This is an optimization exercise on Yosys and OpenROAD, whose aim is small area, a short achievable clock period and few clock cycles per item, not a production implementation.
In this exercise RTL edits were held to simulation tests only and were not proved equivalent to the original.
No activity file was given, so power comes from the tool's default toggle rates.

## flow/design.v

```verilog
module shift_add_multiplier
#(
    parameter int OPERAND_WIDTH = 32
)
(
    input  logic        flush,
    input  logic        clk,
    input  logic        rst,
    input  logic        start,
    input  logic [1:0]  mul_type,
    input  logic [31:0] a,
    input  logic [31:0] b,
    output logic [63:0] p,
    output logic        done,
    output logic        work
);
    logic [36:0] P_lo;
    logic [27:0] P_hi;
    logic [31:0] S;
    logic [31:0] C;
    logic [5:0] L_s, L_c;
    logic cy;
    logic [2:0] cnt;
    logic busy, last, fin, first;
    logic [2:0] e_one, e_two, e_neg;
    wire load   = start & ~busy & ~last & ~fin;
    wire nfirst = ~first;
    wire [32:0] A = {(mul_type[0] | mul_type[1]) & a[31], a};
    wire [36:0] bext = {{4{(mul_type == 2'b01) & b[31]}}, b, 1'b0};
    wire [31:0] sg = S & {32{nfirst}};
    wire [31:0] cg = C & {32{nfirst}};
    wire [33:0] pp0 = (({34{e_one[0]}} & {A[32], A}) | ({34{e_two[0]}} & {A, 1'b0})) ^ {34{e_neg[0]}};
    wire [33:0] pp1 = (({34{e_one[1]}} & {A[32], A}) | ({34{e_two[1]}} & {A, 1'b0})) ^ {34{e_neg[1]}};
    wire [33:0] pp2 = (({34{e_one[2]}} & {A[32], A}) | ({34{e_two[2]}} & {A, 1'b0})) ^ {34{e_neg[2]}};
    wire s1 = sg[0] ^ cg[0] ^ e_neg[0];
    wire c2 = (sg[0] & cg[0]) | (sg[0] & e_neg[0]) | (cg[0] & e_neg[0]);
    wire s3 = sg[1] ^ cg[1] ^ pp0[1];
    wire c4 = (sg[1] & cg[1]) | (sg[1] & pp0[1]) | (cg[1] & pp0[1]);
    wire s5 = sg[2] ^ cg[2] ^ e_neg[1];
    wire c6 = (sg[2] & cg[2]) | (sg[2] & e_neg[1]) | (cg[2] & e_neg[1]);
    wire s7 = pp0[2] ^ pp1[0] ^ s5;
    wire c8 = (pp0[2] & pp1[0]) | (pp0[2] & s5) | (pp1[0] & s5);
    wire s9 = sg[3] ^ cg[3] ^ pp0[3];
    wire c10 = (sg[3] & cg[3]) | (sg[3] & pp0[3]) | (cg[3] & pp0[3]);
    wire s11 = pp1[1] ^ c6 ^ s9;
    wire c12 = (pp1[1] & c6) | (pp1[1] & s9) | (c6 & s9);
    wire s13 = sg[4] ^ cg[4] ^ e_neg[2];
    wire c14 = (sg[4] & cg[4]) | (sg[4] & e_neg[2]) | (cg[4] & e_neg[2]);
    wire s15 = pp0[4] ^ pp1[2] ^ pp2[0];
    wire c16 = (pp0[4] & pp1[2]) | (pp0[4] & pp2[0]) | (pp1[2] & pp2[0]);
    wire s17 = s13 ^ c10 ^ s15;
    wire c18 = (s13 & c10) | (s13 & s15) | (c10 & s15);
    wire s19 = sg[5] ^ cg[5] ^ pp0[5];
    wire c20 = (sg[5] & cg[5]) | (sg[5] & pp0[5]) | (cg[5] & pp0[5]);
    wire s21 = pp1[3] ^ pp2[1] ^ c14;
    wire c22 = (pp1[3] & pp2[1]) | (pp1[3] & c14) | (pp2[1] & c14);
    wire s23 = c16 ^ s19 ^ s21;
    wire c24 = (c16 & s19) | (c16 & s21) | (s19 & s21);
    wire s25 = sg[6] ^ cg[6] ^ pp0[6];
    wire c26 = (sg[6] & cg[6]) | (sg[6] & pp0[6]) | (cg[6] & pp0[6]);
    wire s27 = pp1[4] ^ pp2[2] ^ c20;
    wire c28 = (pp1[4] & pp2[2]) | (pp1[4] & c20) | (pp2[2] & c20);
    wire s29 = s25 ^ c22 ^ s27;
    wire c30 = (s25 & c22) | (s25 & s27) | (c22 & s27);
    wire s31 = sg[7] ^ cg[7] ^ pp0[7];
    wire c32 = (sg[7] & cg[7]) | (sg[7] & pp0[7]) | (cg[7] & pp0[7]);
    wire s33 = pp1[5] ^ pp2[3] ^ c26;
    wire c34 = (pp1[5] & pp2[3]) | (pp1[5] & c26) | (pp2[3] & c26);
    wire s35 = s31 ^ c28 ^ s33;
    wire c36 = (s31 & c28) | (s31 & s33) | (c28 & s33);
    wire s37 = sg[8] ^ cg[8] ^ pp0[8];
    wire c38 = (sg[8] & cg[8]) | (sg[8] & pp0[8]) | (cg[8] & pp0[8]);
    wire s39 = pp1[6] ^ pp2[4] ^ c32;
    wire c40 = (pp1[6] & pp2[4]) | (pp1[6] & c32) | (pp2[4] & c32);
    wire s41 = s37 ^ c34 ^ s39;
    wire c42 = (s37 & c34) | (s37 & s39) | (c34 & s39);
    wire s43 = sg[9] ^ cg[9] ^ pp0[9];
    wire c44 = (sg[9] & cg[9]) | (sg[9] & pp0[9]) | (cg[9] & pp0[9]);
    wire s45 = pp1[7] ^ pp2[5] ^ c38;
    wire c46 = (pp1[7] & pp2[5]) | (pp1[7] & c38) | (pp2[5] & c38);
    wire s47 = s43 ^ c40 ^ s45;
    wire c48 = (s43 & c40) | (s43 & s45) | (c40 & s45);
    wire s49 = sg[10] ^ cg[10] ^ pp0[10];
    wire c50 = (sg[10] & cg[10]) | (sg[10] & pp0[10]) | (cg[10] & pp0[10]);
    wire s51 = pp1[8] ^ pp2[6] ^ c44;
    wire c52 = (pp1[8] & pp2[6]) | (pp1[8] & c44) | (pp2[6] & c44);
    wire s53 = s49 ^ c46 ^ s51;
    wire c54 = (s49 & c46) | (s49 & s51) | (c46 & s51);
    wire s55 = sg[11] ^ cg[11] ^ pp0[11];
    wire c56 = (sg[11] & cg[11]) | (sg[11] & pp0[11]) | (cg[11] & pp0[11]);
    wire s57 = pp1[9] ^ pp2[7] ^ c50;
    wire c58 = (pp1[9] & pp2[7]) | (pp1[9] & c50) | (pp2[7] & c50);
    wire s59 = s55 ^ c52 ^ s57;
    wire c60 = (s55 & c52) | (s55 & s57) | (c52 & s57);
    wire s61 = sg[12] ^ cg[12] ^ pp0[12];
    wire c62 = (sg[12] & cg[12]) | (sg[12] & pp0[12]) | (cg[12] & pp0[12]);
    wire s63 = pp1[10] ^ pp2[8] ^ c56;
    wire c64 = (pp1[10] & pp2[8]) | (pp1[10] & c56) | (pp2[8] & c56);
    wire s65 = s61 ^ c58 ^ s63;
    wire c66 = (s61 & c58) | (s61 & s63) | (c58 & s63);
    wire s67 = sg[13] ^ cg[13] ^ pp0[13];
    wire c68 = (sg[13] & cg[13]) | (sg[13] & pp0[13]) | (cg[13] & pp0[13]);
    wire s69 = pp1[11] ^ pp2[9] ^ c62;
    wire c70 = (pp1[11] & pp2[9]) | (pp1[11] & c62) | (pp2[9] & c62);
    wire s71 = s67 ^ c64 ^ s69;
    wire c72 = (s67 & c64) | (s67 & s69) | (c64 & s69);
    wire s73 = sg[14] ^ cg[14] ^ pp0[14];
    wire c74 = (sg[14] & cg[14]) | (sg[14] & pp0[14]) | (cg[14] & pp0[14]);
    wire s75 = pp1[12] ^ pp2[10] ^ c68;
    wire c76 = (pp1[12] & pp2[10]) | (pp1[12] & c68) | (pp2[10] & c68);
    wire s77 = s73 ^ c70 ^ s75;
    wire c78 = (s73 & c70) | (s73 & s75) | (c70 & s75);
    wire s79 = sg[15] ^ cg[15] ^ pp0[15];
    wire c80 = (sg[15] & cg[15]) | (sg[15] & pp0[15]) | (cg[15] & pp0[15]);
    wire s81 = pp1[13] ^ pp2[11] ^ c74;
    wire c82 = (pp1[13] & pp2[11]) | (pp1[13] & c74) | (pp2[11] & c74);
    wire s83 = s79 ^ c76 ^ s81;
    wire c84 = (s79 & c76) | (s79 & s81) | (c76 & s81);
    wire s85 = sg[16] ^ cg[16] ^ pp0[16];
    wire c86 = (sg[16] & cg[16]) | (sg[16] & pp0[16]) | (cg[16] & pp0[16]);
    wire s87 = pp1[14] ^ pp2[12] ^ c80;
    wire c88 = (pp1[14] & pp2[12]) | (pp1[14] & c80) | (pp2[12] & c80);
    wire s89 = s85 ^ c82 ^ s87;
    wire c90 = (s85 & c82) | (s85 & s87) | (c82 & s87);
    wire s91 = sg[17] ^ cg[17] ^ pp0[17];
    wire c92 = (sg[17] & cg[17]) | (sg[17] & pp0[17]) | (cg[17] & pp0[17]);
    wire s93 = pp1[15] ^ pp2[13] ^ c86;
    wire c94 = (pp1[15] & pp2[13]) | (pp1[15] & c86) | (pp2[13] & c86);
    wire s95 = s91 ^ c88 ^ s93;
    wire c96 = (s91 & c88) | (s91 & s93) | (c88 & s93);
    wire s97 = sg[18] ^ cg[18] ^ pp0[18];
    wire c98 = (sg[18] & cg[18]) | (sg[18] & pp0[18]) | (cg[18] & pp0[18]);
    wire s99 = pp1[16] ^ pp2[14] ^ c92;
    wire c100 = (pp1[16] & pp2[14]) | (pp1[16] & c92) | (pp2[14] & c92);
    wire s101 = s97 ^ c94 ^ s99;
    wire c102 = (s97 & c94) | (s97 & s99) | (c94 & s99);
    wire s103 = sg[19] ^ cg[19] ^ pp0[19];
    wire c104 = (sg[19] & cg[19]) | (sg[19] & pp0[19]) | (cg[19] & pp0[19]);
    wire s105 = pp1[17] ^ pp2[15] ^ c98;
    wire c106 = (pp1[17] & pp2[15]) | (pp1[17] & c98) | (pp2[15] & c98);
    wire s107 = s103 ^ c100 ^ s105;
    wire c108 = (s103 & c100) | (s103 & s105) | (c100 & s105);
    wire s109 = sg[20] ^ cg[20] ^ pp0[20];
    wire c110 = (sg[20] & cg[20]) | (sg[20] & pp0[20]) | (cg[20] & pp0[20]);
    wire s111 = pp1[18] ^ pp2[16] ^ c104;
    wire c112 = (pp1[18] & pp2[16]) | (pp1[18] & c104) | (pp2[16] & c104);
    wire s113 = s109 ^ c106 ^ s111;
    wire c114 = (s109 & c106) | (s109 & s111) | (c106 & s111);
    wire s115 = sg[21] ^ cg[21] ^ pp0[21];
    wire c116 = (sg[21] & cg[21]) | (sg[21] & pp0[21]) | (cg[21] & pp0[21]);
    wire s117 = pp1[19] ^ pp2[17] ^ c110;
    wire c118 = (pp1[19] & pp2[17]) | (pp1[19] & c110) | (pp2[17] & c110);
    wire s119 = s115 ^ c112 ^ s117;
    wire c120 = (s115 & c112) | (s115 & s117) | (c112 & s117);
    wire s121 = sg[22] ^ cg[22] ^ pp0[22];
    wire c122 = (sg[22] & cg[22]) | (sg[22] & pp0[22]) | (cg[22] & pp0[22]);
    wire s123 = pp1[20] ^ pp2[18] ^ c116;
    wire c124 = (pp1[20] & pp2[18]) | (pp1[20] & c116) | (pp2[18] & c116);
    wire s125 = s121 ^ c118 ^ s123;
    wire c126 = (s121 & c118) | (s121 & s123) | (c118 & s123);
    wire s127 = sg[23] ^ cg[23] ^ pp0[23];
    wire c128 = (sg[23] & cg[23]) | (sg[23] & pp0[23]) | (cg[23] & pp0[23]);
    wire s129 = pp1[21] ^ pp2[19] ^ c122;
    wire c130 = (pp1[21] & pp2[19]) | (pp1[21] & c122) | (pp2[19] & c122);
    wire s131 = s127 ^ c124 ^ s129;
    wire c132 = (s127 & c124) | (s127 & s129) | (c124 & s129);
    wire s133 = sg[24] ^ cg[24] ^ pp0[24];
    wire c134 = (sg[24] & cg[24]) | (sg[24] & pp0[24]) | (cg[24] & pp0[24]);
    wire s135 = pp1[22] ^ pp2[20] ^ c128;
    wire c136 = (pp1[22] & pp2[20]) | (pp1[22] & c128) | (pp2[20] & c128);
    wire s137 = s133 ^ c130 ^ s135;
    wire c138 = (s133 & c130) | (s133 & s135) | (c130 & s135);
    wire s139 = sg[25] ^ cg[25] ^ pp0[25];
    wire c140 = (sg[25] & cg[25]) | (sg[25] & pp0[25]) | (cg[25] & pp0[25]);
    wire s141 = pp1[23] ^ pp2[21] ^ c134;
    wire c142 = (pp1[23] & pp2[21]) | (pp1[23] & c134) | (pp2[21] & c134);
    wire s143 = s139 ^ c136 ^ s141;
    wire c144 = (s139 & c136) | (s139 & s141) | (c136 & s141);
    wire s145 = sg[26] ^ cg[26] ^ pp0[26];
    wire c146 = (sg[26] & cg[26]) | (sg[26] & pp0[26]) | (cg[26] & pp0[26]);
    wire s147 = pp1[24] ^ pp2[22] ^ c140;
    wire c148 = (pp1[24] & pp2[22]) | (pp1[24] & c140) | (pp2[22] & c140);
    wire s149 = s145 ^ c142 ^ s147;
    wire c150 = (s145 & c142) | (s145 & s147) | (c142 & s147);
    wire s151 = sg[27] ^ cg[27] ^ pp0[27];
    wire c152 = (sg[27] & cg[27]) | (sg[27] & pp0[27]) | (cg[27] & pp0[27]);
    wire s153 = pp1[25] ^ pp2[23] ^ c146;
    wire c154 = (pp1[25] & pp2[23]) | (pp1[25] & c146) | (pp2[23] & c146);
    wire s155 = s151 ^ c148 ^ s153;
    wire c156 = (s151 & c148) | (s151 & s153) | (c148 & s153);
    wire s157 = sg[28] ^ cg[28] ^ pp0[28];
    wire c158 = (sg[28] & cg[28]) | (sg[28] & pp0[28]) | (cg[28] & pp0[28]);
    wire s159 = pp1[26] ^ pp2[24] ^ c152;
    wire c160 = (pp1[26] & pp2[24]) | (pp1[26] & c152) | (pp2[24] & c152);
    wire s161 = s157 ^ c154 ^ s159;
    wire c162 = (s157 & c154) | (s157 & s159) | (c154 & s159);
    wire s163 = sg[29] ^ cg[29] ^ pp0[29];
    wire c164 = (sg[29] & cg[29]) | (sg[29] & pp0[29]) | (cg[29] & pp0[29]);
    wire s165 = pp1[27] ^ pp2[25] ^ c158;
    wire c166 = (pp1[27] & pp2[25]) | (pp1[27] & c158) | (pp2[25] & c158);
    wire s167 = s163 ^ c160 ^ s165;
    wire c168 = (s163 & c160) | (s163 & s165) | (c160 & s165);
    wire s169 = sg[30] ^ cg[30] ^ pp0[30];
    wire c170 = (sg[30] & cg[30]) | (sg[30] & pp0[30]) | (cg[30] & pp0[30]);
    wire s171 = pp1[28] ^ pp2[26] ^ c164;
    wire c172 = (pp1[28] & pp2[26]) | (pp1[28] & c164) | (pp2[26] & c164);
    wire s173 = s169 ^ c166 ^ s171;
    wire c174 = (s169 & c166) | (s169 & s171) | (c166 & s171);
    wire s175 = sg[31] ^ cg[31] ^ pp0[31];
    wire c176 = (sg[31] & cg[31]) | (sg[31] & pp0[31]) | (cg[31] & pp0[31]);
    wire s177 = pp1[29] ^ pp2[27] ^ c170;
    wire c178 = (pp1[29] & pp2[27]) | (pp1[29] & c170) | (pp2[27] & c170);
    wire s179 = s175 ^ c172 ^ s177;
    wire c180 = (s175 & c172) | (s175 & s177) | (c172 & s177);
    wire s181 = nfirst ^ pp0[32] ^ pp1[30];
    wire c182 = (nfirst & pp0[32]) | (nfirst & pp1[30]) | (pp0[32] & pp1[30]);
    wire s183 = pp2[28] ^ c176 ^ s181;
    wire c184 = (pp2[28] & c176) | (pp2[28] & s181) | (c176 & s181);
    wire s185 = c178 ^ s183;
    wire c186 = c178 & s183;
    wire s187 = first ^ ~pp0[33] ^ pp1[31];
    wire c188 = (first & ~pp0[33]) | (first & pp1[31]) | (~pp0[33] & pp1[31]);
    wire s189 = pp2[29] ^ c182 ^ s187;
    wire c190 = (pp2[29] & c182) | (pp2[29] & s187) | (c182 & s187);
    wire s191 = c184 ^ s189;
    wire c192 = c184 & s189;
    wire s193 = ~(pp1[32] ^ pp2[30]);
    wire c194 = pp1[32] | pp2[30];
    wire s195 = c188 ^ s193 ^ c190;
    wire c196 = (c188 & s193) | (c188 & c190) | (s193 & c190);
    wire s197 = ~pp1[33] ^ pp2[31] ^ c194;
    wire c198 = (~pp1[33] & pp2[31]) | (~pp1[33] & c194) | (pp2[31] & c194);
    wire s199 = ~pp2[32];
    wire c200 = pp2[32];
    wire [7:0] lsum1 = {1'b0, {L_s[5], L_s[4], L_s[3], L_s[2], L_s[1], L_s[0]}, 1'b1} + {1'b0, {L_c[5], L_c[4], L_c[3], L_c[2], L_c[1], L_c[0]}, cy};
    wire [6:0] lsum = lsum1[7:1];
    wire [5:0] lo = lsum[5:0];
    wire [34:0] hsum1 = {{S[27], S[26], S[25], S[24], S[23], S[22], S[21], S[20], S[19], S[18], S[17], S[16], S[15], S[14], S[13], S[12], S[11], S[10], S[9], S[8], S[7], S[6], S[5], S[4], S[3], S[2], S[1], S[0]}, {L_s[5], L_s[4], L_s[3], L_s[2], L_s[1], L_s[0]}, 1'b1} + {{C[27], C[26], C[25], C[24], C[23], C[22], C[21], C[20], C[19], C[18], C[17], C[16], C[15], C[14], C[13], C[12], C[11], C[10], C[9], C[8], C[7], C[6], C[5], C[4], C[3], C[2], C[1], C[0]}, {L_c[5], L_c[4], L_c[3], L_c[2], L_c[1], L_c[0]}, cy};
    wire [33:0] hsum = hsum1[34:1];
    wire [6:0] nwin = load ? bext[6:0] : P_lo[12:6];
    always_ff @(posedge clk) begin
        work  <= start & ~rst & ~flush;
        first <= load;
        e_one[0] <= nwin[1] ^ nwin[0];
        e_two[0] <= (nwin[2] & ~nwin[1] & ~nwin[0]) | (~nwin[2] & nwin[1] & nwin[0]);
        e_neg[0] <= nwin[2] & ~(nwin[1] & nwin[0]);
        e_one[1] <= nwin[3] ^ nwin[2];
        e_two[1] <= (nwin[4] & ~nwin[3] & ~nwin[2]) | (~nwin[4] & nwin[3] & nwin[2]);
        e_neg[1] <= nwin[4] & ~(nwin[3] & nwin[2]);
        e_one[2] <= nwin[5] ^ nwin[4];
        e_two[2] <= (nwin[6] & ~nwin[5] & ~nwin[4]) | (~nwin[6] & nwin[5] & nwin[4]);
        e_neg[2] <= nwin[6] & ~(nwin[5] & nwin[4]);
        L_s[0] <= pp0[0];
        L_c[0] <= s1;
        L_s[1] <= c2;
        L_c[1] <= s3;
        L_s[2] <= c4;
        L_c[2] <= s7;
        L_s[3] <= c8;
        L_c[3] <= s11;
        L_s[4] <= c12;
        L_c[4] <= s17;
        L_s[5] <= c18;
        L_c[5] <= s23;
        cy <= lsum[6] & nfirst;
        S[0] <= c24;
        S[1] <= c30;
        S[2] <= c36;
        S[3] <= c42;
        S[4] <= c48;
        S[5] <= c54;
        S[6] <= c60;
        S[7] <= c66;
        S[8] <= c72;
        S[9] <= c78;
        S[10] <= c84;
        S[11] <= c90;
        S[12] <= c96;
        S[13] <= c102;
        S[14] <= c108;
        S[15] <= c114;
        S[16] <= c120;
        S[17] <= c126;
        S[18] <= c132;
        S[19] <= c138;
        S[20] <= c144;
        S[21] <= c150;
        S[22] <= c156;
        S[23] <= c162;
        S[24] <= c168;
        S[25] <= c174;
        S[26] <= c180;
        S[27] <= c186;
        S[28] <= c192;
        S[29] <= c196;
        S[30] <= c198;
        S[31] <= ~pp2[33];
        C[0] <= s29;
        C[1] <= s35;
        C[2] <= s41;
        C[3] <= s47;
        C[4] <= s53;
        C[5] <= s59;
        C[6] <= s65;
        C[7] <= s71;
        C[8] <= s77;
        C[9] <= s83;
        C[10] <= s89;
        C[11] <= s95;
        C[12] <= s101;
        C[13] <= s107;
        C[14] <= s113;
        C[15] <= s119;
        C[16] <= s125;
        C[17] <= s131;
        C[18] <= s137;
        C[19] <= s143;
        C[20] <= s149;
        C[21] <= s155;
        C[22] <= s161;
        C[23] <= s167;
        C[24] <= s173;
        C[25] <= s179;
        C[26] <= s185;
        C[27] <= s191;
        C[28] <= s195;
        C[29] <= s197;
        C[30] <= s199;
        C[31] <= c200;
        if (rst || flush) begin
            busy <= 1'b0;
            last <= 1'b0;
            fin  <= 1'b0;
        end else begin
            busy <= load | (busy & (cnt != 3'(5)));
            last <= busy & (cnt == 3'(5));
            fin  <= last | (fin & start);
        end
        if (load) begin
            cnt  <= '0;
            P_lo <= bext;
        end else if (busy | last) begin
            cnt  <= cnt + 1'b1;
            P_lo <= {lo, P_lo[36:6]};
        end
        if (last)
            P_hi <= hsum[33:6];
    end
    assign done = fin;
    assign p    = {P_hi, P_lo[36:1]};
endmodule
```

## flow/flow/run.sh

```bash
#!/bin/bash
# The standard layout, with the port buffers that buffer_ports inserts made
# from the smallest buffer instead of the delay cell it picks by default.
set -euo pipefail
export BUFFER_PORTS_ARGS="-buffer_cell sky130_fd_sc_hd__buf_1"
bash standard.sh > standard_flow.log 2>&1
```

## flow/standard.sh

```bash
#!/bin/bash
# synth_recipe.tcl (not shown) runs the flow's synth.tcl, then flattens the netlist and writes it again
# the make line also repeats each setting of config.mk as NAME=value (left out here)
make -C /OpenROAD-flow-scripts/flow DESIGN_CONFIG=/design/flow/config.mk WORK_HOME=/design/flow/orfs CLKGATE_MAP_FILE= SYNTH_SCRIPT=/design/flow/synth_recipe.tcl "${@:-finish}"
```

## flow/config.mk

```make
export PLATFORM = sky130hd
export DESIGN_NAME = shift_add_multiplier
export DESIGN_NICKNAME = shift_add_multiplier
export VERILOG_FILES = /design/flow/design.v
export SDC_FILE = /design/flow/constraint.sdc
export NUM_CORES = 4
export LEC_CHECK = 0
export ABC_CLOCK_PERIOD_IN_PS = 2200
export CAP_MARGIN = 20
export CORE_MARGIN = 2
export CORE_UTILIZATION = 40
export CTS_BUF_LIST = sky130_fd_sc_hd__clkbuf_4 sky130_fd_sc_hd__clkbuf_8
export SETUP_SLACK_MARGIN = 3.0
export SLEW_MARGIN = 20
```

## flow/constraint.sdc

```tcl
create_clock -name core_clock -period 5.5 [get_ports {clk}]
set_input_delay 1.1000 -clock core_clock [delete_from_list [all_inputs] [get_ports {clk}]]
set_output_delay 1.1000 -clock core_clock [all_outputs]
set_load 0.01 [all_outputs]
```

==> flow_summary_export.csv, run 1 <==
group,metric,value,unit
timing,hold_ws,0.504,ns
drt,met1_length,12.4,mm
global_routing,gr-usage-all-layers,19.8,%
worst_setup_path,reg2regPathDepth,8,
global_routing,antenna_found_initial,6,
drt,routedWlPerCell,18.3,µm
yosys,yosys_register_bits,158,
final_layout,drive_gt1_share,19.7,%
worst_hold_path,min_path_cells,1,
drt,antenna_left,0,
global_routing,gr-total-overflow,0,
die,rows,60,
worst_setup_path,worst_path_max_delay_cell,"fa_2",
worst_setup_path,worstPathArrival,3.05,ns
clock_tree,tritoncts,"built",
die,boundaryPins,136,
timing,max-slew-margin-rel,44.6,%
place,dp_hpwl,19.5,mm
pwr,ir_drop,0.186,mV
drt,vias,7990,
pwr,total_power,7.67,mW
worst_setup_path,crit_path_end_kind,"flip-flop",
timing,fmax,372,MHz
final_layout,fillCellCount,2489,
timing,finClkSkew,0.0209,ns
place,place_ws,2.17,ns
yosys,yosys_warnings,1,
worst_setup_path,cpPeakStageDelay,0.58,ns
timing,fin_setup_tns,0,ns
worst_setup_path,crit_type,"input port to flip-flop",
run,maxCapViolCount,0,
clock_tree,clk_latency,0.48,ns
timing,rsz0062_at_grt,"yes",
clock_tree,ctsHoldBuffers,0,
timing,slew_violations,0,
final_layout,multi_input_area,6840,µm²
drt,vias_per_cell,5.31,
worst_setup_path,critPathMaxFanout,3,
final_layout,syn_to_final_growth,18.4,%
clock_tree,cts_root_buffer,"clkbuf_8",
timing,layout_setup_ws,2.81,ns
clock_tree,numCtsBuffers,17,
worst_setup_path,cpMostUsedCell,"fa_2",
worst_hold_path,hold_class,"flip-flop to flip-flop",
worst_setup_path,crit_required,5.86,ns
yosys,synthFlopType,"dfxtp_1",
drt,top_layer,"met4",
yosys,synth_cell_types,62,
die,die-area,28300,µm²
clock_tree,clk_pin_slew_worst_paths,0.11,ns
timing,hold_viol,0,
worst_setup_path,worst-path-buf-inv,2,
global_routing,grt_max_degree,39,
worst_setup_path,crit_family,"adder cells",
global_routing,grt_pass1_vias,8059,
yosys,ys_async_sr_fraction,0,%
die,start_util,40.3,%
drt,dr_wl_met3,1.29,mm
clock_tree,cts_buffer_depth,2,
clock_tree,cts.sinks,158,
worst_setup_path,path_depth,9,
clock_tree,cts_htree_levels,4,
drt,met2_length,13.5,mm
pwr,power.leakage,5.05,nW
die,dieWidth,168,µm
yosys,synth_area,10800,µm²
final_layout,seq_area,3820,µm²
final_layout,layout_common_cells,"inv_1, buf_1, xnor2_1",
pwr,p_per_area,601,nW/µm²
drt,drt-total-wl,27.6,mm
yosys,synthCells,1023,
worst_setup_path,path_cells,"buf_8 > nor2_4 > nor2b_1 > o21ai_1 > xnor2_1 > fa_2 > fa_2 > inv_2 > ha_4",
yosys,syn_nets,1231,
timing,finalSetupViolCount,0,
status,run_status,"complete, no violations",
final_layout,nNetsFinal,1353,
worst_setup_path,critPathLaunchType,"input port",
die,die_h,168,µm
timing,worst_pin_slew,0.830,ns
place,gp_congestion,0.877,
yosys,ys_seq_area_share,35.3,%
global_routing,grt_pass1_wl,43.8,mm
die,fp.coreArea,26700,µm²
timing,final.period_utilization,48.9,%
place,portBuffers,135,
drt,drc,0,
drt,drtPass1Iterations,5,
yosys,synth_edf_count,64,
yosys,synth_area_per_cell,10.5,µm²
drt,drtIter0Drc,537,
timing,min_period,2.69,ns
==> per-layer routing <==
metal  global-route usage (%)  vias up
met5                        0        -
met3                     3.08       34
li1                         -     3777
met1                     27.2     3965
met4                     6.30        0
met2                     32.4      214
==> worst register-to-register path, cell delays in order, from the launching register on <==
cell	delay, ns
dfxtp_1	0.33
clkbuf_8	0.34
nor2b_1	0.20
o21ai_1	0.09
xnor2_1	0.18
fa_2	0.48
fa_2	0.58
inv_2	0.04
ha_4	0.19
==> worst paths after layout <==
kind	from	end	slack, ns
worst max-delay path	mul_type[0]	C[26]	2.81
worst min-delay path	cnt[0]	cnt[0]	0.50
worst max register to register	e_one[0]	C[26]	2.96
worst min register to register	cnt[0]	cnt[0]	0.50
==> synthesized netlist by cell type (31+ instances only) <==
cell type | number | area share, %
fa_1 | 97 | 18
dfxtp_1 | 94 | 17
xnor2_1 | 91 | 7.4
a22o_1 | 31 | 2.5
nand2_1 | 74 | 2.6
xor2_1 | 39 | 3.2
edfxtp_1 | 64 | 18
a22oi_1 | 93 | 6.5
inv_1 | 112 | 3.9
ha_1 | 41 | 4.8
clkbuf_1 | 41 | 1.4
a21oi_1 | 39 | 1.8
==> cell families after synthesis <==
kind of cell             synth area share (%)
AO/OA/AOI/OAI                            17.1
buffers and inverters                    6.10
AND/OR/NAND/NOR                          7.32
flip-flops                               35.3
adder cells (fa/ha/maj)                  22.8
XOR/XNOR                                 10.6
multiplexers                            0.767
==> timing repair <==
item	in CTS	in global routing
pin swaps	32	21
gates cloned	2	1
resized for setup	89	49
buffers inserted	8	4
setup endpoints to repair	97	56
endpoints found under the hold margin	0	0
==> power by group <==
part | total [mW] | leakage (nW) | switching [mW] | internal [mW]
logic | 4.72 | 3.44 | 2.71 | 2.01
registers | 2.03 | 1.41 | 0.273 | 1.76
clock network | 0.909 | 0.197 | 0.525 | 0.384
total | 7.67 | 5.05 | 3.51 | 4.16
==> stage by stage <==
step	instance area [µm²]	std cells	util, %
after detailed placement	11700	1452	43.9
final	12800	1505	47.7
after global placement	11700	1452	43.9
after CTS	12500	1494	46.8
after global routing	12700	1503	47.7
after floorplan	11000	1023	-
==> sequential cells by signal, summed over array words and instances (netlist names) <==
signal,flops
last,1
L_c,6
e_two,3
cnt,3
e_neg,3
work,1
busy,1
L_s,6
P_hi,28
first,1
S,32
cy,1
e_one,3
P_lo,36
C,32
fin,1
==> final cells by class <==
type                    instances  share of cell area, %
multi-input cells             696                   53.7
flip-flops and latches        158                   29.9
repair buffers                156                   6.06
inverters                     115                   3.67
well taps                     341                   3.35
clock buffers                  17                   1.83
clock inverters                15                   1.30
diodes                          6                  0.118
repair inverters                1                 0.0687
Testbench counts, summed over its fixed seeds: cycles 7,680, items 768.
==> inputs of run 2 (changes only) <==
--- a/flow/config.mk
+++ b/flow/config.mk
@@ -5,10 +5,10 @@
 export SDC_FILE = /design/flow/constraint.sdc
 export NUM_CORES = 4
 export LEC_CHECK = 0
-export ABC_CLOCK_PERIOD_IN_PS = 2200
+export ABC_CLOCK_PERIOD_IN_PS = 2000
 export CAP_MARGIN = 20
 export CORE_MARGIN = 2
 export CORE_UTILIZATION = 40
 export CTS_BUF_LIST = sky130_fd_sc_hd__clkbuf_4 sky130_fd_sc_hd__clkbuf_8
-export SETUP_SLACK_MARGIN = 3.0
+export SETUP_SLACK_MARGIN = 3.4
 export SLEW_MARGIN = 20
==> run 2 against run 1 <==
Compared with the run above: worst setup slack got worse by 0.081 ns; area after synthesis unchanged; sequential share of layout area is 2.8 points lower; routed wire length up 9.9%; combinational power rose by 17%; highest routed layer unchanged; critical path depth is 4 higher; still clean; largest power group unchanged.
==> flow_summary_export.csv, run 2 <==
group,metric,value,unit
final_layout,layout_commonest_cell,"inv_1",
drt,antenna_left,0,
yosys,synth_most_common_cell,"inv_1",
drt,routedWlPerCell,19.3,µm
timing,worst_pin_slew,0.644,ns
global_routing,grt_pass1_vias,8627,
worst_setup_path,crit_type,"input port to flip-flop",
place,dp_hpwl,19.9,mm
final_layout,seq_area,3840,µm²
worst_hold_path,min_path_cells,2,
yosys,syn_nets,1231,
die,rows,60,
final_layout,nNetsFinal,1427,
yosys,synthMuxAreaShare,0.767,%
yosys,synth_top_family_by_area,"adder cells",
yosys,synthFlopType,"dfxtp_1",
drt,vias_per_cell,5.40,
die,boundaryPins,136,
clock_tree,cts_htree_levels,4,
die,fp.coreArea,26700,µm²
worst_setup_path,critPathMaxFanout,3,
final_layout,reg_top3,"P_lo (36), C (32), S (32)",
pwr,ir_drop,0.204,mV
yosys,synth_top_cell_area_share,18.0,%
yosys,yosys_warnings,1,
die,die_h,168,µm
yosys,synth_area,10800,µm²
final_layout,fillCellCount,2326,
clock_tree,cts.sinks,158,
worst_setup_path,crit_family,"adder cells",
yosys,synth_compound_area_share,17.1,%
global_routing,antenna_found_initial,0,
timing,hold_viol,0,
global_routing,gr-total-overflow,0,
worst_hold_path,hold_end,"last",
worst_setup_path,worst_path_max_delay_cell,"fa_1",
yosys,synth_top_area_cell,"fa_1",
timing,slew_violations,0,
drt,drtPass1Iterations,5,
timing,fin_setup_tns,0,ns
drt,met2_length,14.9,mm
yosys,synth_edf_count,64,
yosys,synth_common_cells,"inv_1, fa_1, dfxtp_1",
final_layout,multi_input_area,7190,µm²
place,dp_cells,1451,
clock_tree,tritoncts,"built",
timing,max-slew-margin-rel,57.0,%
yosys,synthCells,1023,
worst_setup_path,worstPathArrival,3.11,ns
drt,drc,0,
global_routing,gr-usage-all-layers,21.3,%
final_layout,fin_cells,1573,
worst_setup_path,cpMostUsedCell,"buf_6",
yosys,ys_seq_area_share,35.3,%
worst_setup_path,reg2regPathDepth,8,
drt,drt-total-wl,30.3,mm
worst_hold_path,hp-start,"cnt[2]",
timing,finalSetupViolCount,0,
worst_setup_path,r2r-start,"e_one[0]",
place,portBuffers,135,
final_layout,largest_reg_flops,36,
final_layout,top_register,"P_lo",
die,dieWidth,168,µm
worst_setup_path,crit_required,5.84,ns
pwr,power.leakage,5.79,nW
worst_setup_path,rr_endpoint,"C[26]",
final_layout,layout_common_cells,"inv_1, xnor2_1, buf_4",
yosys,yosys.area_share.simple,7.32,%
worst_hold_path,hold_class,"flip-flop to flip-flop",
place,gp_congestion,0.866,
final_layout,drive_gt1_share,35.1,%
timing,finClkSkew,0.0192,ns
yosys,synth_cell_types,62,
yosys,synth-adder-area-share,22.8,%
final_layout,antennaDiodeCount,0,
status,run_status,"complete, no violations",
global_routing,grt_max_degree,39,
run,maxCapViolCount,0,
clock_tree,cts_root_buffer,"clkbuf_8",
drt,drtIter0Drc,611,
worst_setup_path,crit_path_end_kind,"flip-flop",
worst_setup_path,path_cells,"buf_6 > nor2_4 > buf_4 > buf_6 > buf_6 > buf_6 > buf_6 > nor2b_2 > o21ai_2 > xor2_1 > ha_2 > inv_1 > fa_1",
timing,final.period_utilization,50.4,%
place,place_ws,2.16,ns
yosys,synth_xor_area_share,10.6,%
pwr,total_power,8.53,mW
drt,met1_length,13.1,mm
yosys,synth.top_cells.by_area,"fa_1, edfxtp_1, dfxtp_1",
worst_setup_path,r2r_slack,2.96,ns
clock_tree,numCtsBuffers,17,
clock_tree,clk_pin_slew_worst_paths,0.11,ns
yosys,synth_area_per_cell,10.5,µm²
yosys,yosys_register_bits,158,
timing,fmax,361,MHz
drt,top_layer,"met4",
final_layout,syn_to_final_growth,31.1,%
timing,min_period,2.77,ns
worst_setup_path,cpPeakStageDelay,0.43,ns
drt,vias,8487,
timing,rsz0062_at_grt,"yes",
clock_tree,clk_latency,0.48,ns
clock_tree,cts_buffer_depth,2,
clock_tree,ctsHoldBuffers,0,
drt,dr_wl_met3,1.49,mm
worst_setup_path,worst-path-buf-inv,7,
pwr,p_per_area,604,nW/µm²
global_routing,grt_pass1_wl,47.0,mm
worst_setup_path,critPathLaunchType,"input port",
yosys,ys_async_sr_fraction,0,%
timing,layout_setup_ws,2.73,ns
die,start_util,40.3,%
die,die-area,28300,µm²
run 2: worst reg2reg max path, stage by stage (launching register included):
cell,delay [ns]
dfxtp_1,0.35
buf_8,0.31
nor2b_1,0.23
o21ai_1,0.09
xnor2_1,0.17
fa_1,0.47
fa_1,0.58
inv_2,0.05
ha_4,0.20
run 2: kinds of logic (layout without fill, tap and decap cells):
kind of cell	Yosys count	after routing
multiplexers	8	8
AND/OR/NAND/NOR	163	165
flip-flops	158	158
buffers and inverters	171	378
AO/OA/AOI/OAI	255	255
XOR/XNOR	130	130
adder cells (fa/ha/maj)	138	138
run 2: cell type report:
| class | instances | share of cell area [%] |
|---|---|---|
| repair inverters | 1 | 0.213 |
| clock inverters | 14 | 1.28 |
| clock buffers | 18 | 1.71 |
| flip-flops and latches | 158 | 27.2 |
| multi-input cells | 696 | 50.9 |
| repair buffers | 230 | 12.5 |
| inverters | 115 | 3.26 |
| well taps | 341 | 3.02 |
run 2: worst max-delay path by stage:
stage	start	endpoint	cells after the start
finish	mul_type[0]	C[28]	13
global route	mul_type[0]	C[26]	9
CTS	a[31]	C[28]	8
detailed placement	a[29]	C[25]	8
global placement	a[31]	C[28]	8
floorplan	mul_type[1]	C[28]	8
run 2: through the flow:
stage | instance area, µm² | hold WS (ns) | utilization [%]
after detailed placement | 11900 | 0.474 | 44.4
final | 14100 | 0.488 | 52.9
after global placement | 11900 | 0.466 | 44.4
after global routing | 14100 | 0.520 | 52.9
after CTS | 13600 | 0.498 | 50.9
after floorplan | 11100 | 0.448 | -
run 2: what timing repair did:
action                                  in CTS  in global routing
setup buffers                               62                 25
endpoints found under the setup margin     225                190
pin swaps                                   84                 21
gates cloned                                 3                  0
gates resized for setup                    248                110
run 2: where the power goes:
part           internal, mW  switching [mW]  total (mW)
logic                  2.48            3.04        5.52
registers              1.77           0.283        2.05
clock network         0.465           0.496       0.961
run 2: layer usage:
| metal | vias up | track usage, % |
|---|---|---|
| met5 | - | 0 |
| li1 | 3909 | - |
| met3 | 55 | 3.60 |
| met2 | 240 | 35.8 |
| met4 | 0 | 6.93 |
| met1 | 4283 | 28.2 |
==> inputs of run 3 (changes only) <==
--- a/flow/config.mk
+++ b/flow/config.mk
@@ -5,10 +5,10 @@
 export SDC_FILE = /design/flow/constraint.sdc
 export NUM_CORES = 4
 export LEC_CHECK = 0
-export ABC_CLOCK_PERIOD_IN_PS = 2000
+export ABC_CLOCK_PERIOD_IN_PS = 3000
 export CAP_MARGIN = 20
 export CORE_MARGIN = 2
 export CORE_UTILIZATION = 40
 export CTS_BUF_LIST = sky130_fd_sc_hd__clkbuf_4 sky130_fd_sc_hd__clkbuf_8
-export SETUP_SLACK_MARGIN = 3.4
+export SETUP_SLACK_MARGIN = 2.5
 export SLEW_MARGIN = 20
==> run 3 against run 2 <==
Compared with the run above: still clean; worst setup slack lost 0.13 ns; clock power shrank 7.1%; worst hold slack gained 0.0095 ns; register-to-register slack lost 0.27 ns; final area shrank 15%; critical path type unchanged; critical endpoint unchanged; highest routed layer unchanged.
==> flow_summary_export.csv, run 3 <==
group,metric,value,unit
die,die-area,28300,µm²
timing,max-slew-margin-rel,32.2,%
timing,rsz0062_at_grt,"no",
global_routing,use_met2,30.8,%
worst_setup_path,crit_required,5.85,ns
final_layout,utilization,45.0,%
pwr,p_sw_share,45.4,%
pwr,ir_drop,0.199,mV
worst_hold_path,hp-start,"cnt[1]",
clock_tree,clk_pin_slew_worst_paths,0.10,ns
status,run_status,"complete, no violations",
final_layout,layout_commonest_cell,"buf_1",
final_layout,fillCellCount,2600,
yosys,synth_compound_area_share,17.1,%
drt,drtIter0Drc,492,
final_layout,multi_input_area,6330,µm²
global_routing,grt_max_degree,54,
yosys,synth.top_cells.by_area,"fa_1, edfxtp_1, dfxtp_1",
die,rows,60,
worst_setup_path,crit_path_end_kind,"flip-flop",
yosys,synthCells,1023,
die,boundaryPins,136,
global_routing,grtUsageMet1,26.2,%
global_routing,grtUsageMet3,3.83,%
worst_setup_path,worst_path_max_delay_cell,"fa_1",
yosys,synth_area_per_cell,10.5,µm²
final_layout,layout_common_cells,"buf_1, inv_1, fa_1",
timing,fin_setup_tns,0,ns
place,dp_hpwl,19.5,mm
pwr,p_per_area,598,nW/µm²
drt,drtPass1Iterations,8,
pwr,p_switching,3.26,mW
yosys,ys_seq_area_share,35.3,%
final_layout,syn_to_final_growth,11.6,%
clock_tree,cts_htree_levels,4,
worst_setup_path,worst-path-buf-inv,2,
yosys,ys_async_sr_fraction,0,%
die,dieWidth,168,µm
yosys,synthMuxAreaShare,0.767,%
worst_setup_path,r2r_slack,2.69,ns
worst_setup_path,reg2regPathDepth,5,
die,die_h,168,µm
yosys,synth_top_family_by_area,"adder cells",
yosys,synthFlopType,"dfxtp_1",
die,start_util,40.3,%
yosys,synth_top_area_cell,"fa_1",
place,gp_congestion,0.894,
global_routing,grt_pass1_vias,7794,
global_routing,gr-total-overflow,0,
worst_setup_path,rr_endpoint,"C[28]",
timing,worst_pin_slew,1.02,ns
final_layout,drive_gt1_share,6.70,%
global_routing,gr-usage-all-layers,19.0,%
die,fp.coreArea,26700,µm²
yosys,yosys_warnings,1,
clock_tree,cts.sinks,158,
drt,drt-total-wl,26.2,mm
run,maxCapViolCount,0,
yosys,synth-adder-area-share,22.8,%
drt,drc,0,
yosys,synth_cell_types,62,
yosys,yosys_register_bits,158,
yosys,synth_most_common_cell,"inv_1",
yosys,synth_top_cell_area_share,18.0,%
worst_setup_path,worstPathArrival,3.24,ns
yosys,yosys.area_share.simple,7.32,%
final_layout,largest_reg_flops,36,
drt,vias,7854,
place,portBuffers,135,
pwr,clkPwrFrac,12.4,%
worst_setup_path,cpPeakStageDelay,0.46,ns
clock_tree,cts_root_buffer,"clkbuf_8",
worst_setup_path,r2r-start,"first",
timing,finClkSkew,0.0182,ns
worst_setup_path,crit_type,"input port to flip-flop",
yosys,syn_nets,1231,
timing,min_period,2.90,ns
worst_setup_path,critPathMaxFanout,7,
pwr,power.leakage,4.91,nW
clock_tree,ctsHoldBuffers,0,
timing,slew_violations,0,
worst_hold_path,min_path_cells,2,
drt,antenna_left,0,
pwr,p_int,3.93,mW
yosys,synth_common_cells,"inv_1, fa_1, dfxtp_1",
yosys,synth_edf_count,64,
worst_hold_path,hold_end,"cnt[1]",
timing,finalSetupViolCount,0,
worst_setup_path,crit_family,"adder cells",
worst_setup_path,cpMostUsedCell,"fa_1",
drt,routedWlPerCell,17.6,µm
clock_tree,cts_buffer_depth,2,
final_layout,reg_top3,"P_lo (36), C (32), S (32)",
global_routing,antenna_found_initial,1,
global_routing,grt.busiest_layer,"met2",
worst_hold_path,hold_class,"flip-flop to flip-flop",
clock_tree,tritoncts,"built",
timing,hold_viol,0,
yosys,synth_xor_area_share,10.6,%
pwr,seqPwrFrac,27.9,%
pwr,total_power,7.18,mW
global_routing,grt_pass1_wl,42.1,mm
clock_tree,clk_latency,0.47,ns
final_layout,top_register,"P_lo",
pwr,p_comb_share,59.6,%
final_layout,seq_area,3810,µm²
worst_setup_path,critPathLaunchType,"input port",
worst_setup_path,path_cells,"buf_1 > nor2b_1 > o21ai_0 > xnor2_1 > fa_1 > fa_1 > inv_1 > fa_1",
final_layout,nNetsFinal,1344,
drt,vias_per_cell,5.27,
yosys,synth_area,10800,µm²
timing,fmax,345,MHz
timing,final.period_utilization,52.7,%
clock_tree,numCtsBuffers,17,
-- run 3: changes by cell type in the layout (fill, tap and decap cells not counted), moves of 13 or more --
cell and change:
buf_4 -67, fa_2 -52, clkbuf_2 -55, a22oi_2 -33, buf_8 -19, buf_1 +98
ha_1 +21, fa_1 +52, ha_4 -13, buf_6 -22, a22oi_1 +33
-- run 3: power by group through the flow --
stage / Combinational [mW] / Sequential (mW) / Clock (mW)
final: 4.29 / 2.01 / 0.893
after global placement: 4.20 / 2.05 / 0
after global routing: 4.94 / 2.05 / 0.964
after floorplan: 3.31 / 1.92 / 0
after detailed placement: 4.31 / 2.03 / 0
after CTS: 4.33 / 2.01 / 0.917
-- run 3: tightest hold or removal path, delay by kind of cell, from the launching register on --
family | cells | cell delay (ns)
AO/OA/AOI/OAI | 1 | 0.06
buffers and inverters | 1 | 0.07
flip-flops | 1 | 0.33
-- run 3: how the worst max path moves through the flow --
stage	startpoint	end	slack [ns]	cells after the start
2_1_floorplan	mul_type[1]	C[28]	2.50	8
3_3_place_gp	a[31]	C[28]	2.16	8
3_5_place_dp	a[31]	C[28]	2.11	8
4_1_cts	first	C[12]	2.59	6
5_1_grt	a[31]	C[28]	2.50	8
6_report	a[31]	C[28]	2.60	8
-- run 3: area by class of cell --
class | instances | share of cell area [%]
multi-input cells | 695 | 52.6
flip-flops and latches | 158 | 31.7
repair buffers | 149 | 5.19
inverters | 115 | 3.65
well taps | 341 | 3.55
clock buffers | 18 | 2.06
clock inverters | 14 | 1.21
diodes | 1 | 0.0208
-- run 3: routing by layer --
metal	part of all wire, %	routed length (µm)
met5	0	0
met4	1.2	320
met3	5.5	1450
met2	48	12700
met1	45	11700
-- run 3: timing repair --
| action | in CTS | in global routing |
|---|---|---|
| endpoints found under the setup margin | 55 | 16 |
| pin swaps | 1 | 1 |
| buffers inserted | 0 | 4 |
| gates resized for setup | 5 | 1 |
| cloned | 1 | 0 |
-- run 3: cells by family after synthesis --
group | after synthesis
compound gates | 255
buf+inv | 171
simple gates | 163
flops | 158
fa+ha+maj | 138
xor+xnor | 130
mux | 8
-- run 3: through the flow --
step / worst slack, ns / instance area [µm²] / hold slack, ns / std cells
after global routing: 2.50 / 12000 / 0.529 / 1490
after CTS: 2.59 / 12000 / 0.501 / 1486
after detailed placement: 2.11 / 11600 / 0.485 / 1453
after floorplan: 2.50 / 10800 / 0.454 / 1023
after global placement: 2.16 / 11600 / 0.468 / 1452
final: 2.60 / 12000 / 0.498 / 1491
==> inputs of run 4 (changes only) <==
--- a/flow/config.mk
+++ b/flow/config.mk
@@ -5,10 +5,10 @@
 export SDC_FILE = /design/flow/constraint.sdc
 export NUM_CORES = 4
 export LEC_CHECK = 0
-export ABC_CLOCK_PERIOD_IN_PS = 3000
+export ABC_CLOCK_PERIOD_IN_PS = 2500
 export CAP_MARGIN = 20
 export CORE_MARGIN = 2
 export CORE_UTILIZATION = 40
 export CTS_BUF_LIST = sky130_fd_sc_hd__clkbuf_4 sky130_fd_sc_hd__clkbuf_8
-export SETUP_SLACK_MARGIN = 2.5
+export SETUP_SLACK_MARGIN = 2.9
 export SLEW_MARGIN = 20
==> run 4 against run 3 <==
Compared with the run above: die area is the same; sequential share of layout area fell by 0.90 points; power grew 3.5%; largest power group unchanged; flip-flop and latch count did not move; clock-buffer cell count decreased by 1; final area grew 3.1%; largest cell class unchanged; non-clock buffer count fell by 1; combinational power increased by 5.8%; cell count unchanged; core utilization grew 1.4 points; critical endpoint is now C[26]; routed wire length grew 1.4%.
==> flow_summary_export.csv, run 4 <==
group,metric,value,unit
drt,top_layer,"met4",
worst_setup_path,r2r_slack,2.98,ns
global_routing,gr-usage-all-layers,19.4,%
worst_setup_path,critPathMaxFanout,4,
global_routing,grt_max_degree,54,
drt,dr_wl_met3,1.16,mm
timing,fmax,373,MHz
yosys,syn_nets,1231,
drt,vias_per_cell,5.29,
final_layout,drive_gt1_share,14.9,%
die,die-area,28300,µm²
worst_hold_path,hold_end,"cnt[1]",
pwr,p_per_area,600,nW/µm²
yosys,synth_common_cells,"inv_1, fa_1, dfxtp_1",
worst_setup_path,critPathLaunchType,"input port",
yosys,synth_cell_types,62,
timing,min_period,2.68,ns
timing,hold_viol,0,
final_layout,layout_common_cells,"inv_1, buf_1, dfxtp_1, xnor2_1, a22oi_1",
clock_tree,cts_root_buffer,"clkbuf_8",
final_layout,nNetsFinal,1342,
yosys,synthFlopType,"dfxtp_1",
yosys,synth_area,10800,µm²
global_routing,antenna_found_initial,3,
timing,final.period_utilization,48.8,%
timing,hold_ws,0.491,ns
final_layout,reg_top3,"P_lo (36), C (32), S (32)",
clock_tree,cts_buffer_depth,2,
drt,drtIter0Drc,427,
drt,drt-total-wl,26.5,mm
worst_setup_path,crit_required,5.93,ns
clock_tree,clk_latency,0.47,ns
status,run_status,"complete, no violations",
yosys,synth_top_cell_area_share,18.0,%
timing,max-slew-margin-rel,53.7,%
yosys,synth_edf_count,64,
worst_hold_path,hp-start,"cnt[1]",
die,die_h,168,µm
global_routing,gr-total-overflow,0,
worst_hold_path,min_path_cells,2,
die,dieWidth,168,µm
pwr,power.leakage,4.99,nW
timing,finClkSkew,0.0235,ns
yosys,synth_area_per_cell,10.5,µm²
yosys,synth_most_common_cell,"inv_1",
drt,met1_length,11.9,mm
worst_setup_path,crit_type,"input port to flip-flop",
die,fp.coreArea,26700,µm²
yosys,ys_seq_area_share,35.3,%
worst_setup_path,r2r-start,"e_two[0]",
yosys,yosys_register_bits,158,
worst_setup_path,crit_path_end_kind,"flip-flop",
final_layout,top_register,"P_lo",
global_routing,grt_pass1_vias,8005,
yosys,yosys_warnings,1,
worst_setup_path,worstPathArrival,3.11,ns
clock_tree,tritoncts,"built",
final_layout,syn_to_final_growth,15.1,%
clock_tree,ctsHoldBuffers,0,
die,rows,60,
run,maxCapViolCount,0,
global_routing,grt_pass1_wl,43.1,mm
drt,antenna_left,0,
clock_tree,cts.sinks,158,
pwr,ir_drop,0.210,mV
timing,worst_pin_slew,0.694,ns
place,portBuffers,135,
drt,drc,0,
yosys,synthCells,1023,
timing,fin_setup_tns,0,ns
yosys,synth_top_area_cell,"fa_1",
clock_tree,clk_pin_slew_worst_paths,0.11,ns
worst_setup_path,reg2regPathDepth,7,
timing,slew_violations,0,
final_layout,layout_commonest_cell,"inv_1",
final_layout,utilization,46.4,%
drt,met2_length,13.2,mm
clock_tree,cts_htree_levels,4,
final_layout,largest_reg_flops,36,
worst_hold_path,hold_class,"flip-flop to flip-flop",
timing,finalSetupViolCount,0,
timing,rsz0062_at_grt,"yes",
drt,routedWlPerCell,17.8,µm
die,boundaryPins,136,
worst_setup_path,rr_endpoint,"C[10]",
place,gp_congestion,0.888,
yosys,synth.top_cells.by_area,"fa_1, edfxtp_1, dfxtp_1",
die,start_util,40.3,%
place,dp_hpwl,19.5,mm
clock_tree,numCtsBuffers,17,
yosys,ys_async_sr_fraction,0,%
drt,drtPass1Iterations,5,
drt,vias,7891,
-- run 4: cell types whose count changed in the layout (fill, tap and decap cells not counted), sizes merged, moves of 2 or more --
cell / before / now
clkinv: 3 / 7
diode: 1 / 3
clkbuf: 18 / 20
inv: 125 / 122
buf: 149 / 145
-- run 4: worst max path at each step --
| stage | end | from | slack [ns] | cells past startpoint |
|---|---|---|---|---|
| after floorplan | C[28] | mul_type[1] | 2.55 | 8 |
| after global placement | C[28] | a[31] | 2.24 | 8 |
| after detailed placement | C[28] | a[31] | 2.19 | 8 |
| after CTS | C[10] | a[14] | 2.82 | 7 |
| after global routing | C[26] | mul_type[1] | 2.75 | 9 |
| final | C[26] | mul_type[1] | 2.82 | 9 |
-- run 4: kinds of logic after synthesis --
kind of cell / share of synthesized area [%]
AOI/OAI and AO/OA: 17.1
xor gates and xnor gates: 10.6
adders and majority gates: 22.8
buffers and inverters: 6.10
DFF: 35.3
muxes: 0.767
and+or+nand+nor: 7.32
-- run 4: metal layers --
| layer | track usage (%) | up-vias |
|---|---|---|
| met5 | 0 | - |
| met4 | 5.62 | 0 |
| met3 | 2.66 | 22 |
| met2 | 32.5 | 185 |
| met1 | 26.3 | 3932 |
| li1 | - | 3752 |
-- run 4: stage by stage --
step | power, mW | setup slack (ns) | area [µm²] | instances
finish | 7.44 | 2.82 | 12400 | 1491
global route | 8.19 | 2.75 | 12400 | 1489
CTS | 7.43 | 2.82 | 12300 | 1485
detailed placement | 6.45 | 2.19 | 11700 | 1452
global placement | 6.33 | 2.24 | 11700 | 1452
floorplan | 5.29 | 2.55 | 10900 | 1023
-- run 4: repair_timing --
action                                  4_1_cts  5_1_grt
endpoints found under the setup margin       79       58
pin swaps                                    10       17
resized for setup                            54       28
setup buffers                                 1        3
gates cloned                                  0        0
-- run 4: final cells by class --
cell class	instances	area, µm²
inverter	115	455
sequential	158	3820
fill	2526	14300
multi-input combinational	694	6590
clock buffer	17	234
timing repair buffer	148	696
clock inverter	15	170
antenna	3	7.51
tap	341	427
-- run 4: critical path, stage by stage --
cell     delay (ns)
buf_6          0.10
nor2_4         0.19
nor2b_1        0.07
o21ai_1        0.15
xnor2_1        0.15
fa_1           0.47
fa_1           0.57
inv_2          0.05
ha_4           0.25
-- run 4: where the power goes --
group	switching, mW	internal [mW]
Sequential	0.249	1.76
Combinational	2.64	1.90
Clock	0.540	0.347
==> inputs of run 5 (changes only) <==
--- a/flow/config.mk
+++ b/flow/config.mk
@@ -5,10 +5,10 @@
 export SDC_FILE = /design/flow/constraint.sdc
 export NUM_CORES = 4
 export LEC_CHECK = 0
-export ABC_CLOCK_PERIOD_IN_PS = 2500
+export ABC_CLOCK_PERIOD_IN_PS = 2700
 export CAP_MARGIN = 20
 export CORE_MARGIN = 2
 export CORE_UTILIZATION = 40
 export CTS_BUF_LIST = sky130_fd_sc_hd__clkbuf_4 sky130_fd_sc_hd__clkbuf_8
-export SETUP_SLACK_MARGIN = 2.9
+export SETUP_SLACK_MARGIN = 2.8
 export SLEW_MARGIN = 20
==> run 5 against run 4 <==
Compared with the run above: worst hold slack better by 0.0069 ns; area after synthesis did not move; global-route usage is 0.16 points lower; still clean.
==> flow_summary_export.csv, run 5 <==
group,metric,value,unit
yosys,ys_seq_area_share,35.3,%
timing,max-slew-margin-rel,57.7,%
pwr,p_comb_share,59.6,%
clock_tree,numCtsBuffers,17,
pwr,ir_drop,0.229,mV
pwr,clkPwrFrac,13.6,%
yosys,synth_edf_count,64,
worst_setup_path,critPathMaxFanout,6,
worst_hold_path,hold_class,"flip-flop to flip-flop",
timing,hold_viol,0,
timing,final.period_utilization,49.0,%
final_layout,layout_commonest_cell,"buf_1",
clock_tree,ctsHoldBuffers,0,
worst_setup_path,crit_required,5.85,ns
final_layout,top_register,"P_lo",
pwr,p_int,4.11,mW
clock_tree,cts_root_buffer,"clkbuf_8",
global_routing,grt_max_degree,54,
clock_tree,clk_latency,0.47,ns
drt,vias_per_cell,5.25,
drt,drt-total-wl,26.6,mm
die,boundaryPins,136,
yosys,synth_top_area_cell,"fa_1",
global_routing,antenna_found_initial,1,
pwr,p_sw_share,44.7,%
yosys,synthFlopType,"dfxtp_1",
global_routing,gr-usage-all-layers,19.2,%
worst_setup_path,critPathLaunchType,"input port",
drt,drtIter0Drc,576,
place,portBuffers,135,
yosys,synth.top_cells.by_area,"fa_1, edfxtp_1, dfxtp_1",
worst_setup_path,cpPeakStageDelay,0.49,ns
pwr,power.leakage,5.00,nW
die,die_h,168,µm
timing,rsz0062_at_grt,"yes",
place,place_ws,2.15,ns
global_routing,gr-total-overflow,0,
place,gp_congestion,0.864,
pwr,p_switching,3.32,mW
clock_tree,tritoncts,"built",
final_layout,layout_common_cells,"buf_1, inv_1, xnor2_1",
yosys,synth_most_common_cell,"inv_1",
timing,worst_pin_slew,0.634,ns
die,fp.coreArea,26700,µm²
timing,min_period,2.69,ns
timing,finClkSkew,0.0189,ns
pwr,p_per_area,604,nW/µm²
drt,drtPass1Iterations,4,
global_routing,grt_pass1_wl,42.5,mm
die,start_util,40.3,%
die,die-area,28300,µm²
yosys,yosys_warnings,1,
die,dieWidth,168,µm
drt,routedWlPerCell,17.8,µm
place,dp_hpwl,19.5,mm
final_layout,largest_reg_flops,36,
status,run_status,"complete, no violations",
final_layout,fin_area,12300,µm²
yosys,synth_cell_types,62,
yosys,synth_top_cell_area_share,18.0,%
final_layout,nNetsFinal,1344,
global_routing,grt_pass1_vias,7836,
clock_tree,cts_buffer_depth,2,
yosys,ys_async_sr_fraction,0,%
die,rows,60,
final_layout,syn_to_final_growth,14.3,%
yosys,synth_area,10800,µm²
drt,drc,0,
worst_setup_path,crit_path_end_kind,"flip-flop",
worst_setup_path,path_cells,"buf_1 > a22oi_2 > xnor2_1 > fa_2 > fa_1 > inv_1 > fa_1",
timing,slew_violations,0,
drt,antenna_left,0,
run,maxCapViolCount,0,
timing,fmax,371,MHz
worst_setup_path,worst_path_max_delay_cell,"fa_1",
worst_setup_path,crit_type,"input port to flip-flop",
pwr,seqPwrFrac,26.8,%
clock_tree,clk_pin_slew_worst_paths,0.10,ns
yosys,synth_area_per_cell,10.5,µm²
final_layout,drive_gt1_share,11.7,%
yosys,synthCells,1023,
yosys,yosys_register_bits,158,
yosys,syn_nets,1231,
final_layout,fillCellCount,2563,
timing,fin_setup_tns,0,ns
timing,layout_setup_ws,2.81,ns
drt,vias,7832,
yosys,synth_common_cells,"inv_1, fa_1, dfxtp_1",
clock_tree,cts_htree_levels,4,
timing,finalSetupViolCount,0,
final_layout,reg_top3,"P_lo (36), C (32), S (32)",
place,place_area,11700,µm²
clock_tree,cts.sinks,158,
worst_setup_path,cpMostUsedCell,"fa_1",
worst_setup_path,worstPathArrival,3.04,ns
## run 5: through the flow
| stage | util, % | hold WS [ns] | power [mW] | std cells |
|---|---|---|---|---|
| after floorplan | - | 0.454 | 5.26 | 1023 |
| after global placement | 43.7 | 0.466 | 6.32 | 1453 |
| after detailed placement | 43.7 | 0.481 | 6.39 | 1453 |
| after CTS | 45.8 | 0.497 | 7.44 | 1489 |
| after global routing | 46.1 | 0.518 | 8.18 | 1491 |
| final | 46.1 | 0.498 | 7.44 | 1491 |
## run 5: final timing paths
path	startpoint	endpoint	slack (ns)	cells past startpoint
setup / recovery	a[23]	C[19]	2.81	7
hold / removal	cnt[1]	cnt[1]	0.50	2
setup reg to reg	e_two[0]	C[10]	2.87	7
hold reg to reg	cnt[1]	cnt[1]	0.50	2
## run 5: final cells by class
class	count	area, µm²	area share, %
antenna	1	2.50	0.0203
multi-input combinational	695	6500	52.8
timing repair buffer	149	656	5.32
tap	341	427	3.46
clock buffer	17	234	1.90
inverter	115	463	3.76
clock inverter	15	220	1.79
sequential	158	3810	31.0
## run 5: cells by family (layout without fill, tap and decap cells)
| family | count (synthesis) | count (layout) | synth area share [%] |
|---|---|---|---|
| simple gates | 163 | 164 | 7.32 |
| xor+xnor | 130 | 130 | 10.6 |
| mux | 8 | 8 | 0.767 |
| compound gates | 255 | 255 | 17.1 |
| fa+ha+maj | 138 | 138 | 22.8 |
| flops | 158 | 158 | 35.3 |
| other cells | 0 | 1 | 0 |
| buf+inv | 171 | 296 | 6.10 |
## run 5: timing repair
item                                    CTS  global route
endpoints found under the setup margin   72            29
endpoints found under the hold margin     0             0
gates resized for setup                  14            34
setup buffers                             3             1
cloned                                    1             0
pin swaps                                 8            10
## run 5: routing by layer
metal  wire length [µm]  track usage [%]
met1              12000             26.2
met2              13000             31.4
met3               1270             3.57
met4                360             5.55
met5                  0                0
## run 5: worst max-delay path: cells and delay by family
family | cells | cell delay, ns
AO/OA/AOI/OAI | 1 | 0.14
buffers and inverters | 2 | 0.34
adder cells (fa/ha/maj) | 3 | 1.30
XOR/XNOR | 1 | 0.16
## run 5: power by group through the flow
stage / Combinational, mW / Clock [mW] / Sequential (mW)
4_1_cts: 4.41 / 1.04 / 2.00
5_1_grt: 5.07 / 1.08 / 2.03
3_5_place_dp: 4.36 / 0 / 2.02
2_1_floorplan: 3.34 / 0 / 1.92
3_3_place_gp: 4.30 / 0 / 2.02
6_report: 4.43 / 1.01 / 1.99
==> inputs of run 6 (changes only) <==
--- a/flow/config.mk
+++ b/flow/config.mk
@@ -8,7 +8,7 @@
 export ABC_CLOCK_PERIOD_IN_PS = 2700
 export CAP_MARGIN = 20
 export CORE_MARGIN = 2
-export CORE_UTILIZATION = 40
+export CORE_UTILIZATION = 50
 export CTS_BUF_LIST = sky130_fd_sc_hd__clkbuf_4 sky130_fd_sc_hd__clkbuf_8
 export SETUP_SLACK_MARGIN = 2.8
 export SLEW_MARGIN = 20
==> run 6 against run 5 <==
Compared with the run above: critical endpoint is now C[26]; routed wire length is essentially flat; highest routed layer unchanged; clock skew is essentially flat; critical path depth is the same; clock power shrank 12%; power shrank 1.2%; final area shrank 1.1%.
==> flow_summary_export.csv, run 6 <==
group,metric,value,unit
timing,worst_pin_slew,0.615,ns
global_routing,gr-total-overflow,0,
clock_tree,clk_latency,0.49,ns
pwr,p_switching,3.39,mW
pwr,ir_drop,0.240,mV
yosys,yosys_register_bits,158,
yosys,synth_cell_types,62,
die,rows,53,
global_routing,grt_pass1_vias,7755,
yosys,synth_most_common_cell,"inv_1",
worst_setup_path,crit_path_end_kind,"flip-flop",
global_routing,gr-usage-all-layers,24.4,%
timing,final.period_utilization,48.8,%
pwr,p_int,3.95,mW
final_layout,nNetsFinal,1345,
yosys,synth_top_area_cell,"fa_1",
timing,slew_violations,0,
final_layout,fillCellCount,1886,
place,gp_congestion,0.886,
global_routing,grt_pass1_wl,41.9,mm
worst_setup_path,critPathMaxFanout,6,
timing,finClkSkew,0.0188,ns
clock_tree,cts_root_buffer,"clkbuf_8",
yosys,ys_seq_area_share,35.3,%
clock_tree,tritoncts,"built",
pwr,p_sw_share,46.2,%
drt,antenna_left,0,
die,boundaryPins,136,
status,run_status,"complete, no violations",
worst_setup_path,crit_path_start,"a[29]",
drt,drt-total-wl,26.6,mm
worst_hold_path,hp-start,"cnt[1]",
place,portBuffers,135,
timing,max-slew-margin-rel,59.0,%
drt,drc,0,
worst_setup_path,critPathLaunchType,"input port",
die,fp.coreArea,21100,µm²
yosys,synth_common_cells,"inv_1, fa_1, dfxtp_1",
yosys,yosys_warnings,1,
timing,min_period,2.68,ns
final_layout,utilization,57.8,%
drt,vias_per_cell,5.55,
drt,routedWlPerCell,18.7,µm
yosys,syn_nets,1231,
yosys,synth.top_cells.by_area,"fa_1, edfxtp_1, dfxtp_1",
pwr,p_per_area,603,nW/µm²
pwr,total_power,7.35,mW
run,maxCapViolCount,0,
final_layout,seq_area,3820,µm²
die,start_util,51.1,%
global_routing,grt_max_degree,54,
yosys,synthCells,1023,
worst_setup_path,crit_required,5.88,ns
global_routing,antenna_found_initial,0,
final_layout,antennaDiodeCount,0,
clock_tree,cts.sinks,158,
clock_tree,numCtsBuffers,17,
timing,finalSetupViolCount,0,
drt,drtIter0Drc,503,
pwr,p_comb_share,60.4,%
drt,vias,7908,
final_layout,reg_top3,"P_lo (36), C (32), S (32)",
final_layout,largest_reg_flops,36,
timing,hold_viol,0,
clock_tree,clk_pin_slew_worst_paths,0.10,ns
place,dp_hpwl,19.5,mm
final_layout,layout_common_cells,"buf_1, inv_1, xnor2_1",
timing,fin_setup_tns,0,ns
yosys,synth_area,10800,µm²
final_layout,top_register,"P_lo",
yosys,synth_top_cell_area_share,18.0,%
pwr,seqPwrFrac,27.6,%
yosys,ys_async_sr_fraction,0,%
timing,rsz0062_at_grt,"yes",
yosys,synth_area_per_cell,10.5,µm²
final_layout,layout_commonest_cell,"buf_1",
worst_setup_path,worstPathArrival,3.06,ns
die,dieWidth,151,µm
pwr,power.leakage,4.97,nW
final_layout,syn_to_final_growth,13.1,%
clock_tree,cts_buffer_depth,2,
die,die_h,151,µm
drt,drtPass1Iterations,5,
worst_setup_path,r2r-start,"e_neg[0]",
worst_hold_path,hold_class,"flip-flop to flip-flop",
timing,fmax,373,MHz
final_layout,multi_input_area,6520,µm²
die,die-area,22700,µm²
yosys,synthFlopType,"dfxtp_1",
final_layout,drive_gt1_share,12.5,%
pwr,clkPwrFrac,12.1,%
worst_setup_path,crit_type,"input port to flip-flop",
clock_tree,cts_htree_levels,4,
yosys,synth_edf_count,64,
worst_setup_path,r2r_slack,2.88,ns
## run 6: changes by cell type in the layout (fill, tap and decap cells not counted), moves of 3 or more
| cell | before | now |
|---|---|---|
| a22oi_1 | 80 | 76 |
| a22oi_2 | 13 | 17 |
| bufinv_16 | 5 | 0 |
| clkinv_8 | 0 | 3 |
| inv_8 | 3 | 6 |
## run 6: routing by layer
metal  routed length, µm  part of all wire [%]  track usage (%)
met5                   0                     0                0
met3                1380                   5.2             3.95
met1               12600                    47             36.0
met2               12100                    45             37.0
met4                 572                   2.1             7.48
## run 6: path summary, 6_finish.rpt
check,depth (start not counted),end
worst max-delay path,7,C[26]
worst min-delay path,2,cnt[1]
worst max register to register,6,C[8]
worst min register to register,2,cnt[1]
## run 6: logic make-up (layout without fill, tap and decap cells)
group	after synthesis	after routing	synth area share [%]
adder cells (fa/ha/maj)	138	138	22.8
flip-flops	158	158	35.3
AO/OA/AOI/OAI	255	255	17.1
XOR/XNOR	130	130	10.6
AND/OR/NAND/NOR	163	164	7.32
buffers and inverters	171	297	6.10
multiplexers	8	8	0.767
## run 6: worst max-delay path: stages
cell and delay [ns]:
clkbuf_2 0.15, a22oi_1 0.22, xor2_1 0.28, fa_2 0.50
fa_1 0.56, inv_2 0.05, ha_4 0.20
## run 6: metrics by stage
step | instances | area (µm²) | hold WS, ns | setup WS, ns
3_5_place_dp | 1387 | 11600 | 0.481 | 2.14
2_1_floorplan | 1023 | 10900 | 0.454 | 2.55
4_1_cts | 1422 | 12100 | 0.496 | 2.81
6_report | 1425 | 12200 | 0.490 | 2.82
5_1_grt | 1425 | 12200 | 0.523 | 2.75
3_3_place_gp | 1387 | 11600 | 0.470 | 2.19
## run 6: final cells by class
class / instances / share of cell area (%)
multi-input cells: 695 / 53.5
flip-flops and latches: 158 / 31.3
repair buffers: 150 / 5.45
inverters: 115 / 3.69
well taps: 275 / 2.82
clock buffers: 17 / 1.92
clock inverters: 15 / 1.31
## run 6: timing repair
item | 4_1_cts | 5_1_grt
gates resized for setup | 17 | 37
hold buffers | 0 | 0
pin swaps | 2 | 11
setup buffers | 2 | 3
setup endpoints to repair | 69 | 40
cloned | 1 | 0
## run 6: power by group through the flow
stage | Sequential (mW) | Combinational (mW) | Clock (mW)
final | 2.03 | 4.44 | 0.886
after global routing | 2.06 | 5.09 | 0.960
after CTS | 2.03 | 4.40 | 0.902
after detailed placement | 2.05 | 4.37 | 0
after global placement | 2.06 | 4.26 | 0
after floorplan | 1.92 | 3.34 | 0

[static timing again, ports no longer ideal]
Ports are ideal in the flow. The routed layouts listed here were re-timed in OpenROAD. Step 1, drivers: a clkbuf_16 drives clk and a buf_2 each remaining input, both assumed. Step 2, shift: input delay + t, output delay - t, t = (earliest + latest rising clock arrival at the registers) / 2. This alone moves slack from input paths to output paths. a / b / c = ideal / step 1 / step 2; a / b = the first two.
| run | t, ns | slack for setup (ns) |
|---|---|---|
| run 1 | 0.510 | 2.811 / 2.806 / 2.296 |
| run 2 | 0.513 | 2.731 / 2.736 / 2.223 |
| run 3 | 0.498 | 2.602 / 2.592 / 2.093 |
| run 4 | 0.497 | 2.818 / 2.829 / 2.331 |
| run 5 | 0.510 | 2.805 / 2.830 / 2.320 |
| run 6 | 0.517 | 2.816 / 2.837 / 2.320 |
After both steps every run listed still meets setup and hold.
